Source: an optimization exercise on an open RTL-to-GDS flow (aim: small area). Production flows keep margins and buffers that such runs may drop. The RTL was checked by simulation tests, not by an equivalence proof against the original design. No driver is modelled on the clock port, so clock power and skew are understated where the tree is cut down; a real chip needs a root buffer or a tree. Power and IR drop assume default switching activity.

Setup of JK:
==> flow/design.v <==
module Top_Circuit(clk, rst, start, start_addr, end_addr, max_diff, busy, scl, sda_out, sda_oe, sda_in);
input clk, rst, start;
input [7:0] start_addr, end_addr;
output [7:0] max_diff;
output reg busy;
output reg scl, sda_out, sda_oe;
input sda_in;
localparam IDLE = 3'd0,   
           F0 = 3'd1,     
           F1 = 3'd2,     
           F23 = 3'd3,    
           RX = 3'd4,     
           STOP = 3'd5,   
           STOPF = 3'd6,  
           DONE = 3'd7;   
reg [2:0] sg;
reg [5:0] c;
reg wp;                   
reg [7:0] sr, ia, mn, mx;
reg [7:0] diff, ia_inc;
reg [5:0] c_inc;
reg lte, sr_le_y, cy;
wire [7:0] y = c[1] ? mx : mn;
integer k;
always @* begin
	cy = 1'b1;
	for (k = 0; k < 8; k = k + 1) begin
		diff[k] = mx[k] ^ ~mn[k] ^ cy;
		cy = (mx[k] & ~mn[k]) | (cy & (mx[k] ^ ~mn[k]));
	end
	cy = 1'b1;
	for (k = 0; k < 8; k = k + 1) begin
		ia_inc[k] = ia[k] ^ cy;
		cy = cy & ia[k];
	end
	cy = 1'b1;
	for (k = 0; k < 6; k = k + 1) begin
		c_inc[k] = c[k] ^ cy;
		cy = cy & c[k];
	end
	lte = 1'b1; sr_le_y = ~c[1];
	for (k = 0; k < 8; k = k + 1) begin
		lte = (~ia[k] & end_addr[k]) | (~ia[k] & lte) | (end_addr[k] & lte);
		sr_le_y = (~sr[k] & y[k]) | (~sr[k] & sr_le_y) | (y[k] & sr_le_y);
	end
end
assign max_diff = wp ? diff : 8'd0;
wire [2:0] kb = c[4:2];
wire devbit = (kb == 3'd0) || (kb == 3'd2) || (kb == 3'd6) || (kb == 3'd7 && sg == F23);
reg busy_c;
always @* begin
	scl = 1'b1; sda_oe = 1'b1; sda_out = 1'b1;
	busy_c = 1'b1;
	case (sg)
		IDLE, DONE: busy_c = 1'b0;
		F0, F1, F23: begin
			if (!c[5]) begin
				scl = c[1];
				sda_out = (sg == F1) ? (wp | sr[7]) : (sg == F23 && wp) ? sr[7] : devbit;
			end else if (c[4]) begin
				sda_out = (c < 6'd62);
			end else begin
				sda_oe = 1'b0;
				scl = (c[2:0] == 3'd3) || (c[2:0] == 3'd4) || (sg == F23 && !wp && c[2:0] == 3'd5);
			end
		end
		RX: begin
			if (c[5]) begin
				if (!c[2] && !c[0]) begin scl = 1'b0; sda_oe = 1'b0; end
			end else if (c[4:2] == 3'b111) begin scl = !c[0]; sda_out = 1'b0; end
			else begin scl = 1'b0; sda_oe = 1'b0; end
		end
		STOP, STOPF: begin
			if (c[1:0] == 2'b00) sda_out = 1'b0;
			if (c[1:0] == 2'b10) scl = 1'b0;
			if (c[2] && c[0]) busy_c = (sg != STOPF);
		end
	endcase
end
wire rx_shift = (sg == RX) && !c[0];
wire tx_shift = (sg == F1 || sg == F23) && (c[1:0] == 2'b11);
always @(posedge clk) begin
	busy <= busy_c;
	if (sg == IDLE) wp <= 1'b0;
	else if (sg == RX && c[5] && c[2] && c[0]) wp <= 1'b1;
	if (sg == IDLE) sr <= start_addr;
	else if (sg == F1 && wp) sr <= diff;
	else if (rx_shift || tx_shift) sr <= {sr[6:0], sda_in};
	if (sg == F0 && c[5:3] == 3'b110) ia <= start_addr;
	if (sg == IDLE) begin
		mn <= 8'hFF; mx <= 8'h00;
	end else if (sg == RX && c == 6'd17 && lte) begin
		ia <= ia_inc;
		if (sr_le_y) mn <= sr;
	end else if (sg == RX && c == 6'd18 && !sr_le_y) mx <= sr;
	c <= c_inc;
	case (sg)
		IDLE: c <= 6'd55;
		F0: if (c[5:4] == 2'b10 && c[2:0] == 3'b110) c <= 6'd0;
		F1: if (!wp && c[5:4] == 2'b10 && c[2:0] == 3'b110) c <= 6'd61;
		    else if (wp && c[5:4] == 2'b10 && c[2:0] == 3'b111) c <= 6'd0;
		F23: if (c[5:4] == 2'b10 && c[2:0] == 3'b110) c <= wp ? 6'd0 : 6'd1;
		RX: begin
			if (c == 6'd17 && !lte) c <= 6'd50;
			if (!c[5] && c[4:2] == 3'b111 && c[0]) c <= 6'd0;
			if (c[5] && c[2] && c[1]) c <= 6'd0;
		end
		STOP: if (c[2] && c[0]) c <= 6'd61;
		default: ;
	endcase
	if (rst) begin
		sg <= IDLE;
	end else begin
		case (sg)
			IDLE: if (start) sg <= F0;
			F0: if (c[5:4] == 2'b10 && c[2:0] == 3'b110) sg <= F1;
			F1: if ((!wp && c[5:4] == 2'b10 && c[2:0] == 3'b110) || (wp && c[5:4] == 2'b10 && c[2:0] == 3'b111)) sg <= F23;
			F23: if (c[5:4] == 2'b10 && c[2:0] == 3'b110) sg <= wp ? STOPF : RX;
			RX: if (c[5] && c[2] && c[1]) sg <= STOP;
			STOP: if (c[2] && c[0]) sg <= F0;
			STOPF: if (c[2] && c[0]) sg <= DONE;
			default: ;
		endcase
	end
end
endmodule
clock: 5.0 ns
lec_check: 0
cap_margin: 0
core_margin: 2
core_utilization: 40
gpl_timing_driven: 0
place_density: 0.6
slew_margin: 0
standard.sh (not shown) runs the stock make flow with config.mk's settings and CLKGATE_MAP_FILE= SYNTH_SCRIPT=/design/flow/synth_recipe.tcl, a recipe that flattens the netlist after the stock synthesis.
==> flow/flow/run.sh <==
#!/bin/bash
# The standard ORFS layout (standard.sh) with changes that only affect which cells are
# chosen and how the clock is distributed:
#  - synthesis maps logic with an area-oriented abc script (flow/area.abc) and leaves adders
#    as plain gates for abc (no half/full adder cells); registers are untouched;
#  - port buffers use the smallest buffer cell;
#  - the clock port drives three (four if needed for slew) leaf clock buffers, one per register cluster
#    (flow/manual_cts.tcl), instead of a root buffer and four leaves.
set -euo pipefail
here=$PWD
export BUFFER_PORTS_ARGS="-buffer_cell sky130_fd_sc_hd__buf_1"
export ADDER_MAP_FILE=
export AREA_ABC_SCRIPT=$here/flow/area.abc
export FLOW_SYNTH_TCL=$here/synth_recipe.tcl
export PRE_CTS_TCL=$here/flow/manual_cts.tcl
export MANUAL_CLK_K=3
export MANUAL_CLK_MAX_SLEW=0.105
export MANUAL_CLKBUF=sky130_fd_sc_hd__clkbuf_8
sed "s|SYNTH_SCRIPT=[^ ]*|SYNTH_SCRIPT=$here/flow/synth_area.tcl|" standard.sh > standard_area_synth.sh
bash standard_area_synth.sh synth > synth_flow.log 2>&1
bash standard.sh > standard_flow.log 2>&1
==> flow/flow/area.abc <==
strash; &get -n; &deepsyn -T 30; &put; dch -f; amap; strash; &get -n; &deepsyn -T 30; &put; dch -f; amap; topo
==> flow/flow/manual_clk.tcl <==
# Clock distribution for a small design (run before CTS, see manual_cts.tcl): the clock port
# drives K leaf clock buffers (K <= 4), each driving one cluster of clock sinks; clusters by
# balanced k-means on the sink locations, each buffer placed at its cluster's centre. K starts at
# MANUAL_CLK_K and grows (up to 4) while the estimated worst clock-pin slew is above
# MANUAL_CLK_MAX_SLEW (ns).
proc manual_clk_build { K } {
  set block [ord::get_db_block]
  set clknet [[$block findBTerm clk] getNet]
  set master [[ord::get_db] findMaster $::env(MANUAL_CLKBUF)]
  set its {}
  foreach it [$clknet getITerms] {
    set bb [[$it getInst] getBBox]
    lappend its [list $it [expr {([$bb xMin] + [$bb xMax]) / 2.0}] [expr {([$bb yMin] + [$bb yMax]) / 2.0}]]
  }
  set its [lsort -real -index 1 $its]
  set n [llength $its]
  set cs {}
  for {set k 0} {$k < $K} {incr k} {
    set e [lindex $its [expr {int(($k + 0.5) * $n / $K)}]]
    lappend cs [list [lindex $e 1] [lindex $e 2]]
  }
  for {set iter 0} {$iter < 50} {incr iter} {
    # assign sinks to the nearest centre with room left (at most ceil(n/K) per cluster),
    # closest pairs first, so the clusters stay balanced
    set cap [expr {($n + $K - 1) / $K}]
    set pairs {}
    set i 0
    foreach e $its {
      for {set k 0} {$k < $K} {incr k} {
        set c [lindex $cs $k]
        lappend pairs [list [expr {abs([lindex $e 1] - [lindex $c 0]) + abs([lindex $e 2] - [lindex $c 1])}] $i $k]
      }
      incr i
    }
    set asg [lrepeat $n -1]
    set cnt [lrepeat $K 0]
    foreach p [lsort -real -index 0 $pairs] {
      lassign $p d i k
      if {[lindex $asg $i] < 0 && [lindex $cnt $k] < $cap} {
        lset asg $i $k
        lset cnt $k [expr {[lindex $cnt $k] + 1}]
      }
    }
    set ncs {}
    for {set k 0} {$k < $K} {incr k} {
      set sx 0; set sy 0; set m 0
      foreach e $its a $asg {
        if {$a == $k} { set sx [expr {$sx + [lindex $e 1]}]; set sy [expr {$sy + [lindex $e 2]}]; incr m }
      }
      if {$m > 0} { lappend ncs [list [expr {$sx / $m}] [expr {$sy / $m}]] } else { lappend ncs [lindex $cs $k] }
    }
    set cs $ncs
  }
  set made {}
  for {set k 0} {$k < $K} {incr k} {
    set inst [odb::dbInst_create $block $master clkbuf_leaf_$k]
    set net [odb::dbNet_create $block clknet_leaf_$k]
    $net setSigType CLOCK
    [$inst findITerm A] connect $clknet
    [$inst findITerm X] connect $net
    set m 0
    foreach e $its a $asg {
      if {$a == $k} { set it [lindex $e 0]; $it disconnect; $it connect $net; incr m }
    }
    set c [lindex $cs $k]
    $inst setLocation [expr {int([lindex $c 0])}] [expr {int([lindex $c 1])}]
    $inst setPlacementStatus PLACED
    lappend made [list $inst $net $m]
  }
  return $made
}

proc manual_clk_undo { made } {
  set block [ord::get_db_block]
  set clknet [[$block findBTerm clk] getNet]
  foreach e $made {
    lassign $e inst net m
    foreach it [$net getITerms] { if {[$it getInst] ne $inst} { $it disconnect; $it connect $clknet } }
    odb::dbInst_destroy $inst
    odb::dbNet_destroy $net
  }
}

proc manual_clk_worst_slew { } {
  estimate_parasitics -placement
  set worst 0
  foreach pin [get_pins -hierarchical */CLK] {
    set s [get_property $pin slew_max]
    if {$s > $worst} { set worst $s }
  }
  return $worst
}

set K $::env(MANUAL_CLK_K)
while 1 {
  set made [manual_clk_build $K]
  set_propagated_clock [all_clocks]
  set w [manual_clk_worst_slew]
  puts "manual clock tree: $K leaf buffers ($::env(MANUAL_CLKBUF)), sinks [lmap e $made {lindex $e 2}], estimated worst clock-pin slew $w ns"
  if {$w <= $::env(MANUAL_CLK_MAX_SLEW) || $K >= 4} { break }
  manual_clk_undo $made
  incr K
}
Other scripts of this flow, unchanged in this note and not shown: flow/flow/manual_cts.tcl, flow/flow/synth_area.tcl
Modified inputs, MS compared to JK
==> flow/flow/area.abc <==
strash; ifraig; scorr; dc2; dc2; dch -f; amap; strash; &get -n; &st; &synch2; &put; dch -f; amap; strash; dch -f; amap; topo
diff --git a/flow/flow/manual_clk.tcl b/flow/flow/manual_clk.tcl
--- a/flow/flow/manual_clk.tcl
+++ b/flow/flow/manual_clk.tcl
@@ -1,5 +1,5 @@
 # Clock distribution for a small design (run before CTS, see manual_cts.tcl): the clock port
 # drives K leaf clock buffers (K <= 4), each driving one cluster of clock sinks; clusters by
-# balanced k-means on the sink locations, each buffer placed at its cluster's centre. K starts at
+# k-means on the sink locations, each buffer placed at its cluster's centre. K starts at
 # MANUAL_CLK_K and grows (up to 4) while the estimated worst clock-pin slew is above
 # MANUAL_CLK_MAX_SLEW (ns).
@@ -21,24 +21,13 @@
   }
   for {set iter 0} {$iter < 50} {incr iter} {
-    # assign sinks to the nearest centre with room left (at most ceil(n/K) per cluster),
-    # closest pairs first, so the clusters stay balanced
-    set cap [expr {($n + $K - 1) / $K}]
-    set pairs {}
-    set i 0
+    set asg {}
     foreach e $its {
+      set best 0; set bd 1e30
       for {set k 0} {$k < $K} {incr k} {
         set c [lindex $cs $k]
-        lappend pairs [list [expr {abs([lindex $e 1] - [lindex $c 0]) + abs([lindex $e 2] - [lindex $c 1])}] $i $k]
+        set d [expr {abs([lindex $e 1] - [lindex $c 0]) + abs([lindex $e 2] - [lindex $c 1])}]
+        if {$d < $bd} { set bd $d; set best $k }
       }
-      incr i
-    }
-    set asg [lrepeat $n -1]
-    set cnt [lrepeat $K 0]
-    foreach p [lsort -real -index 0 $pairs] {
-      lassign $p d i k
-      if {[lindex $asg $i] < 0 && [lindex $cnt $k] < $cap} {
-        lset asg $i $k
-        lset cnt $k [expr {[lindex $cnt $k] + 1}]
-      }
+      lappend asg $best
     }
     set ncs {}
Findings:
Final net count ended up 18 higher on MS than on JK. Sort JK and MS by first-pass GRT wire length, descending, and MS comes first. Number of gates on the worst path with buffers counted ends up lower on JK. Compared with JK, MS shows a wire length that is 17% higher. Diff JK -> MS | fraction of final layout cells sized beyond drive strength 1 | increase of 0.75 points. Share of the yosys chip area belonging to registers was higher in the run labelled JK. What MS reported for clock power has to be multiplied by 1.13 to get the figure for JK.
The following lists how AL was set up differently from MS:
==> flow/flow/area.abc <==
strash; ifraig; scorr; dc2; dc2; dch -f; amap; strash; dc2; dch -f; amap; strash; dch -f; amap; topo
[compare] base=MS new=AL: total length of routed met3 wires increased by about 13% relative to the old numbers; number of instances resized during post-cts repair +1; via count went up 17. MS → AL: share of synthesized registers carrying an async set or reset did not really move; routed wire length went down; smallest setup slack after layout went down. Cell count, AL vs MS: up by a few percent.
In every run of this note, the design's own scripts or RTL, not TritonCTS, make the clock network.

-- afterwards: timing with drivers on the ports --
In the flow no input, the clock included, has a driving cell. The finished layouts below were timed again as built, in two steps.
Step 1 (the two cells are an assumption about what drives the block):
set clk [get_ports {clk}]
set_driving_cell -lib_cell sky130_fd_sc_hd__clkbuf_16 $clk
set_driving_cell -lib_cell sky130_fd_sc_hd__buf_2 [delete_from_list [all_inputs] $clk]
Step 2 times the ports against the registers' clock, not the clock port: input delays grow and output delays shrink by t, the midpoint of the rising clock arrivals with the driver on.
Three values: ideal ports, drivers, drivers and shift; two values: the first two.
run | shift t [ns] | setup slack, ns | worst slew at a driven data input, ns
JK | 0.189 | 0.594 / 0.541 / 0.729 | 0.04
MS | 0.202 | 0.798 / 0.744 / 0.810 | 0.03
AL | 0.199 | 0.431 / 0.470 / 0.271 | 0.03
After both steps setup and hold are still met in every run listed. The setup slack of AL, which loses most, moves by +0.039 ns with the drivers and by -0.160 ns with both steps.
